Background: an optimization exercise with open tools, aiming at a short achievable clock period and few clock cycles. Do not read the settings as production practice.
Function was checked by simulation only, so behaviour that the tests miss may differ from the original.
Power and IR drop assume default switching activity.

Design ARM, start of the top module:
module ARM (
    input clk,
    input rst,
    output [31:0] imem_addr,
    input [31:0] imem_data,
    output [17:0] SRAM_ADDR,
    output [15:0] SRAM_DQ_O,
    input [15:0] SRAM_DQ_I,
    output SRAM_WE_N
);
  wire adv;   
  reg  [31:0] pc;
  wire [31:0] pc4 = pc + 32'd4;
  wire        br_taken;
  reg  [31:0] e_target;
  always @(posedge clk)
    if (rst) pc <= 32'd0;
    else if (adv) pc <= br_taken ? e_target : pc4;
  assign imem_addr = pc;
  reg [31:0] d_inst, d_pc4;
  reg        d_valid;
  always @(posedge clk)
    if (rst) d_valid <= 1'b0;
    else if (adv) d_valid <= 1'b1;
  always @(posedge clk)
    if (adv) begin
      d_inst <= imem_data;
      d_pc4  <= pc4;
    end
  wire [3:0] d_cond = d_inst[31:28];
  wire [1:0] d_mode = d_inst[27:26];
  wire d_I = d_inst[25];
  wire [3:0] d_opc = d_inst[24:21];
  wire d_Sb = d_inst[20];
  wire [3:0] d_rn = d_inst[19:16];
  wire [3:0] d_rd = d_inst[15:12];
  wire [11:0] d_sh = d_inst[11:0];
  wire d_dp = d_valid & (d_mode == 2'b00);
  wire d_mem = d_valid & (d_mode == 2'b01) & (d_opc == 4'b0100);
  wire d_ldr = d_mem & d_Sb;
  wire d_str = d_mem & ~d_Sb;
  wire d_b = d_valid & (d_mode == 2'b10) & d_I;
  wire o_mov = d_opc == 4'b1101, o_mvn = d_opc == 4'b1111, o_add = d_opc == 4'b0100,
       o_adc = d_opc == 4'b0101, o_sub = d_opc == 4'b0010, o_sbc = d_opc == 4'b0110,
       o_and = d_opc == 4'b0000, o_orr = d_opc == 4'b1100, o_eor = d_opc == 4'b0001,
       o_cmp = d_opc == 4'b1010;
  wire d_wb = (d_dp & (o_mov | o_mvn | o_add | o_adc | o_sub | o_sbc | o_and | o_orr | o_eor)) | d_ldr;
  wire d_S = d_dp & d_Sb;
  wire a_mov = d_dp & o_mov;
  wire a_mvn = d_dp & o_mvn;
  wire a_add = (d_dp & o_add) | d_mem;
  wire a_adc = d_dp & o_adc;
  wire a_sub = d_dp & (o_sub | o_cmp);
  ...
Size in the first run: ~4500 cells after synthesis, roughly 1000 flip-flops, ~120 I/O pins, roughly 0.056 sq mm of cells after synthesis.
Settings: LEC_CHECK=0, CAP_MARGIN=20, CORE_MARGIN=2, CORE_UTILIZATION=40, PLACE_DENSITY=0.6, SETUP_SLACK_MARGIN=0.4, SLEW_MARGIN=20; clock period 21.0 ns.
run.sh (not shown) runs the stock make flow with config.mk's settings and CLKGATE_MAP_FILE= SYNTH_SCRIPT=/design/flow/synth_recipe.tcl, a recipe that flattens the netlist after the stock synthesis.
The starting point ran to the end with no violations.
Testbench counts at the start, summed over its fixed seeds: cycles 43,177.
Rerun with:
- CAP_MARGIN: 20 -> 70
- CORE_UTILIZATION: 40 -> 55
- PLACE_DENSITY: 0.6 -> 0.7
- SLEW_MARGIN: 20 -> 70
Power goes down by about 0.8%.
Final area goes up by 2.6%.
Hold slack improved by 5.9 ps.
Global-route usage goes up by 9.8 points.
Critical path depth goes up by 2.

lane 1:
Another version of the RTL of ARM (not shown whole).
For scale: ~6100 cells after synthesis, roughly 59000 sq um of cells after synthesis.
export LEC_CHECK = 0
export CAP_MARGIN = 20
export CORE_MARGIN = 2
export CORE_UTILIZATION = 40
export PLACE_DENSITY = 0.6
export SETUP_SLACK_MARGIN = 0.4
export SLEW_MARGIN = 20
create_clock -name core_clock -period 21.0 [get_ports {clk}]
In summary, lane 1 completed successfully, with a layout that passed the timing, DRC and antenna checks.
Testbench counts of lane 1, summed over its fixed seeds: cycles 43,177.
### lane 1 -> lane 4
-- flow/config.mk --
<<< lane 1, line 8
export CAP_MARGIN = 20
>>> lane 4, line 8
export CAP_MARGIN = 70
<<< lane 1, line 10
export CORE_UTILIZATION = 40
export PLACE_DENSITY = 0.6
>>> lane 4, line 10
export CORE_UTILIZATION = 55
export PLACE_DENSITY = 0.7
<<< lane 1, line 13
export SLEW_MARGIN = 20
>>> lane 4, line 13
export SLEW_MARGIN = 70
Results
- Compared lane 4 against lane 1; register area within noise.
- The post-detailed-routing wire length of lane 4 was superior to that of lane 1.
- [compare] base=lane 1 new=lane 4: fill cell instance count of the final layout fell by 5566; share of total power in sequential cells now smaller.
- The overall track demand over capacity in global routing reported for lane 4 is greater than that of lane 1 by 12 points.
- | buffer and inverter count on the worst path | lane 4 vs lane 1 | 7 higher |

## job 7947
Another version of the RTL of ARM (not shown whole).
Size in the first run: ~5400 cells after synthesis, about 1000 flip-flops, about 120 I/O pins.
==> flow/config.mk <==
export PLATFORM = sky130hd
export DESIGN_NAME = ARM
export DESIGN_NICKNAME = ARM
export VERILOG_FILES = /design/flow/design.v
export SDC_FILE = /design/flow/constraint.sdc
export NUM_CORES = 4
export LEC_CHECK = 0
export CAP_MARGIN = 70
export CORE_MARGIN = 2
export CORE_UTILIZATION = 45
export PLACE_DENSITY = 0.85
export SETUP_SLACK_MARGIN = 0.4
export SLEW_MARGIN = 70
==> flow/constraint.sdc <==
create_clock -name core_clock -period 21.0 [get_ports {clk}]
set_input_delay 4.2000 -clock core_clock [delete_from_list [all_inputs] [get_ports {clk}]]
set_output_delay 4.2000 -clock core_clock [all_outputs]
set_load 0.01 [all_outputs]
standard.sh (not shown) runs the stock make flow with config.mk's settings and CLKGATE_MAP_FILE= SYNTH_SCRIPT=/design/flow/synth_recipe.tcl, a recipe that flattens the netlist after the stock synthesis.
==> flow/flow/run.sh <==
#!/bin/bash
# The standard layout, with repair_timing asked to leave a large setup
# margin at the design's own clock period and constraints, so that it sizes
# and buffers the critical paths (the period is measured as period - slack).
set -euo pipefail
bash standard.sh SETUP_SLACK_MARGIN=15.8 finish > standard_flow.log 2>&1
Job 7947 | status: complete | timing, DRC, antenna: pass
Testbench counts of job 7947, summed over its fixed seeds: cycles 43,485.
Modified inputs, job 2686 compared to job 7947
Settings: CORE_UTILIZATION changed from 45 to 50; PLACE_DENSITY changed from 0.85 to 0.72.
==> flow/run.sh (new file) <==
#!/bin/bash
# synth_recipe.tcl (not shown) runs the flow's synth.tcl, then flattens the netlist and writes it again
# the make line also repeats each setting of config.mk as NAME=value (left out here)
make -C /OpenROAD-flow-scripts/flow DESIGN_CONFIG=/design/flow/config.mk WORK_HOME=/design/flow/orfs CLKGATE_MAP_FILE= SYNTH_SCRIPT=/design/flow/synth_recipe.tcl finish
removed: flow/flow/run.sh
removed: flow/standard.sh
==> run summary <==
Summary of job 2686 over job 7947: clock buffer count saw an increase; final critical-path required period saw an increase; via count saw a decrease; sequential fraction of total cell area saw an increase.
Synthesized-area fraction occupied by ao, oa, aoi and oai cells: job 7947 vs job 2686 — no meaningful difference
Job 2686 vs job 7947: wire length of the first global-routing pass down by a few percent
Number of detailed-routing iterations run before antenna repair (higher): job 7947
Delta (job 2686 minus job 7947): cell count has decreased; post-layout instance area has decreased.

[separate check: timing with driven ports]
No port has a modelled driver above. Below, the same layouts with a new extraction and two added sets of constraints.
Step 1: set_driving_cell puts a clkbuf_16 on clk and a buf_2 on each other input, an assumption about the parent block.
Step 2 also shifts input and output timing later by t, the mid clock arrival at the registers, as if the neighbouring blocks saw the same clock.
Three values: ideal ports, drivers, drivers and shift; two values: the first two.
| run | t, ns | slack for setup (ns) | worst hold slack (ns) | worst register clock-pin slew, ns |
|---|---|---|---|---|
| the first run of note 1 | 0.810 | 13.529 / 13.529 / 13.529 | 0.426 / 0.426 / 0.426 | 0.08 / 0.08 |
| the second run of note 1 | 0.773 | 14.329 / 14.329 / 14.329 | 0.432 / 0.432 / 0.432 | 0.07 / 0.07 |
| lane 1 | 0.808 | 12.312 / 12.312 / 12.276 | 0.453 / 0.453 / 0.453 | 0.07 / 0.07 |
| lane 4 | 0.777 | 12.737 / 12.737 / 12.737 | 0.449 / 0.449 / 0.449 | 0.07 / 0.07 |
| job 7947 | 0.831 | 15.583 / 15.509 / 15.085 | 0.424 / 0.424 / 0.424 | 0.08 / 0.08 |
| job 2686 | 0.826 | 14.967 / 14.889 / 14.906 | 0.418 / 0.418 / 0.418 | 0.07 / 0.07 |
After both steps every run listed still meets setup and hold. For job 7947, which loses most, drivers alone change the setup slack by -0.074 ns; drivers and shift together by -0.498 ns.
